What follows belongs to an exercise in optimizing a design on an open flow for small area and a short achievable clock period; a production flow would make more cautious choices.
No activity file was given, so power comes from the tool's default toggle rates.

==> inputs of 11-03 <==
## alu
module alu #(
    parameter DATA_WIDTH = 32,
    parameter INST_WIDTH = 4
)(
    input                   i_clk,
    input                   i_rst_n,
    input  [DATA_WIDTH-1:0] i_data_a,
    input  [DATA_WIDTH-1:0] i_data_b,
    input  [INST_WIDTH-1:0] i_inst,
    input                   i_valid,
    output [DATA_WIDTH-1:0] o_data,
    output                  o_overflow,
    output                  o_valid
);
==> flow/config.mk <==
export PLATFORM = sky130hd
export DESIGN_NAME = alu
export DESIGN_NICKNAME = alu
export VERILOG_FILES = /design/flow/design.v
export SDC_FILE = /design/flow/constraint.sdc
export NUM_CORES = 4
export LEC_CHECK = 0
export CAP_MARGIN = 20
export CORE_MARGIN = 2
export CORE_UTILIZATION = 45
export PLACE_DENSITY = 0.6
export SLEW_MARGIN = 20
export SYNTH_HIERARCHICAL = 1
export SYNTH_MINIMUM_KEEP_SIZE = 0
==> flow/constraint.sdc <==
create_clock -name core_clock -period 13.0 [get_ports {i_clk}]
set_input_delay 2.6000 -clock core_clock [delete_from_list [all_inputs] [get_ports {i_clk}]]
set_output_delay 2.6000 -clock core_clock [all_outputs]
set_load 0.01 [all_outputs]
standard.sh (not shown) runs the stock make flow with config.mk's settings and CLKGATE_MAP_FILE= SYNTH_SCRIPT=/design/flow/synth_recipe.tcl, a recipe that flattens the netlist after the stock synthesis.
==> flow/flow/run.sh <==
#!/bin/bash
# The standard ORFS layout (standard synthesis included), with two
# changes to how it is made:
#  - the port buffers are plain buffers (buf_4) rather than the delay cell
#    that buffer_ports picks on its own; every port still gets its buffer;
set -uo pipefail
MARGIN=7
export BUFFER_PORTS_ARGS="-buffer_cell sky130_fd_sc_hd__buf_4"
bash standard.sh SETUP_SLACK_MARGIN=$MARGIN finish > flow_make.log 2>&1
status=$?
cp -r orfs/logs flow_logs 2>/dev/null || true
exit $status
==> 03-28 (differences from 11-03) <==
--- a/flow/flow/run.sh
+++ b/flow/flow/run.sh
@@ -4,7 +4,7 @@
 #  - the port buffers are plain buffers (buf_4) rather than the delay cell
 #    that buffer_ports picks on its own; every port still gets its buffer;
 set -uo pipefail
-MARGIN=7
+MARGIN=6.5
 export BUFFER_PORTS_ARGS="-buffer_cell sky130_fd_sc_hd__buf_4"
 bash standard.sh SETUP_SLACK_MARGIN=$MARGIN finish > flow_make.log 2>&1
 status=$?
==> comparison table <==
quantity	11-03	03-28
Number of cells on the critical path	11	14
Final worst-path setup slack	7028 ps	6600 ps
Leak pwr	9.376 nW	8.668 nW
Core utilization of the finished layout	53.31%	48.55%
Final Instance Count excl. Fillers	2,550	2,482
Endpoint required time on the critical path	13,260 ps	13,250 ps
Worst-Margin Slew	801.5 ps	1038 ps
Hold slack	2226 ps	2211 ps
Share of the final layout cell area in sequential cells	9.668%	10.62%
Status	complete, no violations	complete, no violations
Final non-clock buffer share	10.29%	5.480%
Initial antenna violation count	1	0
Met3 Usage GRT	6.733%	5.906%
No functional check of the RTL was part of any run of this note.


==> inputs of run Y <==
alu, a different RTL version from the one above (not shown whole).
clock: 13.0 ns
lec_check: 0
cap_margin: 20
core_margin: 2
core_utilization: 45
place_density: 0.6
setup_slack_margin: 3
slew_margin: 20
synth_hierarchical: 1
synth_minimum_keep_size: 0
run.sh (not shown) runs the stock make flow with config.mk's settings and CLKGATE_MAP_FILE= SYNTH_SCRIPT=/design/flow/synth_recipe.tcl, a recipe that flattens the netlist after the stock synthesis.
Stock flow here: none of the scripts above is used.
==> run A (differences from run Y) <==
--- a/flow/design.v
+++ b/flow/design.v
@@ -831,38 +831,39 @@
 wire fs253, fc253;
 fa u_fa253 (.x(fs251), .y(fc236), .z(fs250), .s(fs253), .c(fc253));
 wire fs254, fc254;
 fa u_fa254 (.x(fs253), .y(fs252), .z(fc237), .s(fs254), .c(fc254));
 wire fs255, fc255;
 fa u_fa255 (.x(fc239), .y(fc238), .z(fs254), .s(fs255), .c(fc255));
 wire [32:0] tr0 = {fc240, fc225, fc210, fc196, fs195, fc169, fc156, fc144, fc132, fc121, fc110, fc100, fc90, fs89, fc72, fc64, fc56, fc49, fc42, fs41, fc30, fc25, fc20, fs19, fc12, fc9, fs8, fc4, fs3, fc1, pp1_0, pp0_1, bt_neg[0]};
 wire [32:0] tr1 = {fs255, fs240, fs225, fs210, fs196, fs182, fs169, fs156, fs144, fs132, fs121, fs110, fs100, fs90, fs81, fs72, fs64, fs56, fs49, fs42, fs36, fs30, fs25, fs20, fs16, fs12, fs9, fs6, fs4, fs2, fs1, 1'b0, pp0_0};
-wire [32:0] s;
+wire [31:0] s;
+wire c31, p31, g31, q32;
 cpa u_cpa (.t0(tr0), .t1(tr1), .a(a), .b(b), .mul(is_mul), .addop(addop),
-           .sub(sub), .s(s));
+           .sub(sub), .s(s), .c31(c31), .p31(p31), .g31(g31), .q32(q32));
 wire lt_u;
 ltu u_ltu (.a(a), .b(b), .lt(lt_u));
 wire lt_s = a[31] ^ b[31] ^ lt_u;
 wire [3:0] ovt;
 ovf u_ovf (.a(a), .b(b), .op(op), .valid(i_valid), .sub(sub), .ovt(ovt));
 wire ov_w;
-omux u_omux (.t(ovt), .s31(s[31]), .s32(s[32]), .y(ov_w));
+ovsel u_ovsel (.t(ovt), .p31(p31), .g31(g31), .q32(q32), .c31(c31), .y(ov_w));
 wire lt = op[3] ? lt_u : lt_s;           
 wire mx = (op == 4'd3) | (op == 4'd8);
 wire mn = (op == 4'd4) | (op == 4'd9);
 wire sel_a = (mx & ~lt) | (mn & lt);
 wire sel_b = (mx & lt) | (mn & ~lt);
 wire e11 = i_valid & (sel_a | sel_b | (op == 4'd10) | (op == 4'd11));
 wire e10 = i_valid & (sel_a | (op == 4'd11) | (op == 4'd12));
 wire e01 = i_valid & (sel_b | (op == 4'd11) | (op == 4'd12) | (op == 4'd13));
 wire e00 = i_valid & (op == 4'd13);
 wire erev = i_valid & (op == 4'd14);
 wire [31:0] d_w;
-outsel u_out (.a(a), .b(b), .s(s[31:0]), .e11(e11), .e10(e10), .e01(e01),
+outsel u_out (.a(a), .b(b), .s(s), .e11(e11), .e10(e10), .e01(e01),
               .e00(e00), .erev(erev), .d(d_w));
 always @(posedge i_clk or negedge i_rst_n) begin
     if (~i_rst_n) begin
         o_data_r     <= 32'd0;
         o_overflow_r <= 1'b0;
         o_valid_r    <= 1'b0;
     end else begin
         o_data_r     <= d_w;
@@ -870,22 +871,29 @@
         o_valid_r    <= i_valid;
     end
 end
 endmodule
 module cpa (
     input  [32:0] t0, t1,
     input  [31:0] a, b,
     input         mul, addop, sub,
-    output [32:0] s
-);
+    output [31:0] s,
+    output        c31, p31, g31, q32    
+);                                      
+wire addp = addop & ~sub;
 wire [32:0] x = (t0 & {33{mul}}) | {1'b0, a & {32{addop}}};
-wire [32:0] y = (t1 & {33{mul}}) | {1'b0, (b ^ {32{sub}}) & {32{addop}}};
-wire [32:0] p0 = x ^ y;
-wire [32:0] g0 = x & y;
+wire [32:0] y = (t1 & {33{mul}}) | {1'b0, (b & {32{addp}}) | (~b & {32{sub}})};
+wire [32:0] p0, g0;
+genvar k;
+generate
+    for (k = 0; k < 33; k = k + 1) begin : g_pg
+        ha u_pg (.x(x[k]), .y(y[k]), .s(p0[k]), .c(g0[k]));
+    end
+endgenerate
 wire gg1 = g0[32] | (p0[32] & g0[31]);
 wire pp1 = p0[32] & p0[31];
 wire gg2 = g0[30] | (p0[30] & g0[29]);
 wire pp2 = p0[30] & p0[29];
 wire gg3 = g0[28] | (p0[28] & g0[27]);
 wire pp3 = p0[28] & p0[27];
 wire gg4 = g0[26] | (p0[26] & g0[25]);
 wire pp4 = p0[26] & p0[25];
@@ -995,17 +1003,20 @@
 assign s[24] = p0[24] ^ gg49;
 assign s[25] = p0[25] ^ gg39;
 assign s[26] = p0[26] ^ gg48;
 assign s[27] = p0[27] ^ gg34;
 assign s[28] = p0[28] ^ gg47;
 assign s[29] = p0[29] ^ gg38;
 assign s[30] = p0[30] ^ gg46;
 assign s[31] = p0[31] ^ gg32;
-assign s[32] = p0[32] ^ gg45;
+assign c31 = gg32;
+assign p31 = p0[31];
+assign g31 = g0[31];
+assign q32 = p0[32];
 endmodule
 module ltu (input [31:0] a, input [31:0] b, output lt);
 assign lt = a < b;
 endmodule
 module ovf (
     input  [31:0] a, b,
     input  [3:0]  op,
     input         valid, sub,
@@ -1066,16 +1077,25 @@
 assign t[3] = x[3];
 assign t[2] = t[3] | x[2];
 assign t[1] = t[2] | x[1];
 assign t[0] = t[1] | x[0];
 endmodule
 module ao8 (input [7:0] p, input [7:0] q, output y);
 assign y = |(p & q);
 endmodule
+module ovsel (input [3:0] t, input p31, input g31, input q32, input c31, output y);
+wire y0, y1;
+omux u0 (.t(t), .s31(p31), .s32(q32 ^ g31), .y(y0));
+omux u1 (.t(t), .s31(~p31), .s32(q32 ^ (g31 | p31)), .y(y1));
+mx2 u2 (.a(y0), .b(y1), .s(c31), .y(y));
+endmodule
+module mx2 (input a, input b, input s, output y);
+assign y = s ? b : a;
+endmodule
 module omux (input [3:0] t, input s31, input s32, output y);
 assign y = t[{s31, s32}];
 endmodule
 module outsel (
     input  [31:0] a, b, s,
     input         e11, e10, e01, e00, erev,
     output [31:0] d
 );
==> flow/flow/run.sh (new file) <==
#!/bin/bash
# The standard ORFS layout (standard synthesis included), except that the
# port buffers are plain buffers (buf_4) rather than the delay cell that
# buffer_ports picks on its own; every port still gets its buffer.
set -uo pipefail
export BUFFER_PORTS_ARGS="-buffer_cell sky130_fd_sc_hd__buf_4"
bash standard.sh finish > flow_make.log 2>&1
status=$?
cp -r orfs/logs flow_logs 2>/dev/null || true
exit $status
==> flow/standard.sh (new file) <==
#!/bin/bash
# synth_recipe.tcl (not shown) runs the flow's synth.tcl, then flattens the netlist and writes it again
# the make line also repeats each setting of config.mk as NAME=value (left out here)
make -C /OpenROAD-flow-scripts/flow DESIGN_CONFIG=/design/flow/config.mk WORK_HOME=/design/flow/orfs CLKGATE_MAP_FILE= SYNTH_SCRIPT=/design/flow/synth_recipe.tcl "${@:-finish}"
SETUP_SLACK_MARGIN = 4.5   (was 3)
removed: flow/run.sh
==> results.ini <==
[critical_path]
cp_data_arrival_time_ns = 10.00
path_buf_inv = 2
slowest_delay_ns = 0.95

[timing]
relSlewSlack_pct = 29.03
holdWs_ns = 2.391

[status]
outcome = finished clean

[logic_synthesis]
synth.distinct_cells = 70
syn_area_um2 = 17700

[finish]
final_cell_mix = xnor2_1 (313), a22oi_1 (273), fa_1 (242)
fill_cells = 3632
multi_input_area_um2 = 15850

[global_route]
grt.total_usage_pct = 31.53
grt_start_max_net_pins = 66

# the run above: run Y

==> results.ini <==
[status]
outcome = finished clean

[die]
core_area_um2 = 38650

[logic_synthesis]
synth.distinct_cells = 79
synth.mux.area_fraction_pct = 4.852
syn_area_um2 = 17640

[global_route]
grt.total_usage_pct = 32.99
grt_start_max_net_pins = 67

[finish]
nonClkBufAreaFrac_pct = 10.04
fill_cells = 3478
final_cell_mix = xnor2_1 (310), a22oi_1 (261), fa_1 (194)
multi_input_area_um2 = 16390

[timing]
holdWs_ns = 2.263

[critical_path]
path_buf_inv = 3
slowest_delay_ns = 0.58

[pwr]
seq_power_share_pct = 3.9
irDropWorstVdd_mv = 0.2326

[drt]
drtIter0Drc = 2000
drtPass1Iterations = 6

[clock_tree]
cts_buffer_depth = 2

# the run above: run A

No functional check of the RTL was part of any run of this note.

-- static timing again, ports no longer ideal --
The results above use ideal ports. As a check the final layouts listed here were re-extracted and re-timed, cells and wires unchanged. Step 1 sets driving cells, clkbuf_16 on the clock port and buf_2 on the other inputs (assumed; they add their load-dependent delay and slew). Step 2 also shifts input and output timing later by t, the mid clock arrival at the registers, as if the neighbouring blocks saw the same clock. Slacks: no drivers / after step 1 / after step 2; pairs: no drivers / after step 1.
run	t (ns)	slack for setup (ns)	slew at the worst register clock pin (ns)
11-03	0.435	7.028 / 6.924 / 6.489	0.08 / 0.08
03-28	0.431	6.600 / 6.630 / 6.198	0.07 / 0.07
run Y	0.338	3.169 / 3.182 / 2.844	0.06 / 0.06
run A	0.338	4.581 / 4.534 / 4.196	0.06 / 0.06
After both steps every run listed still meets setup and hold. The setup slack of 11-03, which loses most, moves by -0.104 ns with the drivers and by -0.539 ns with both steps.
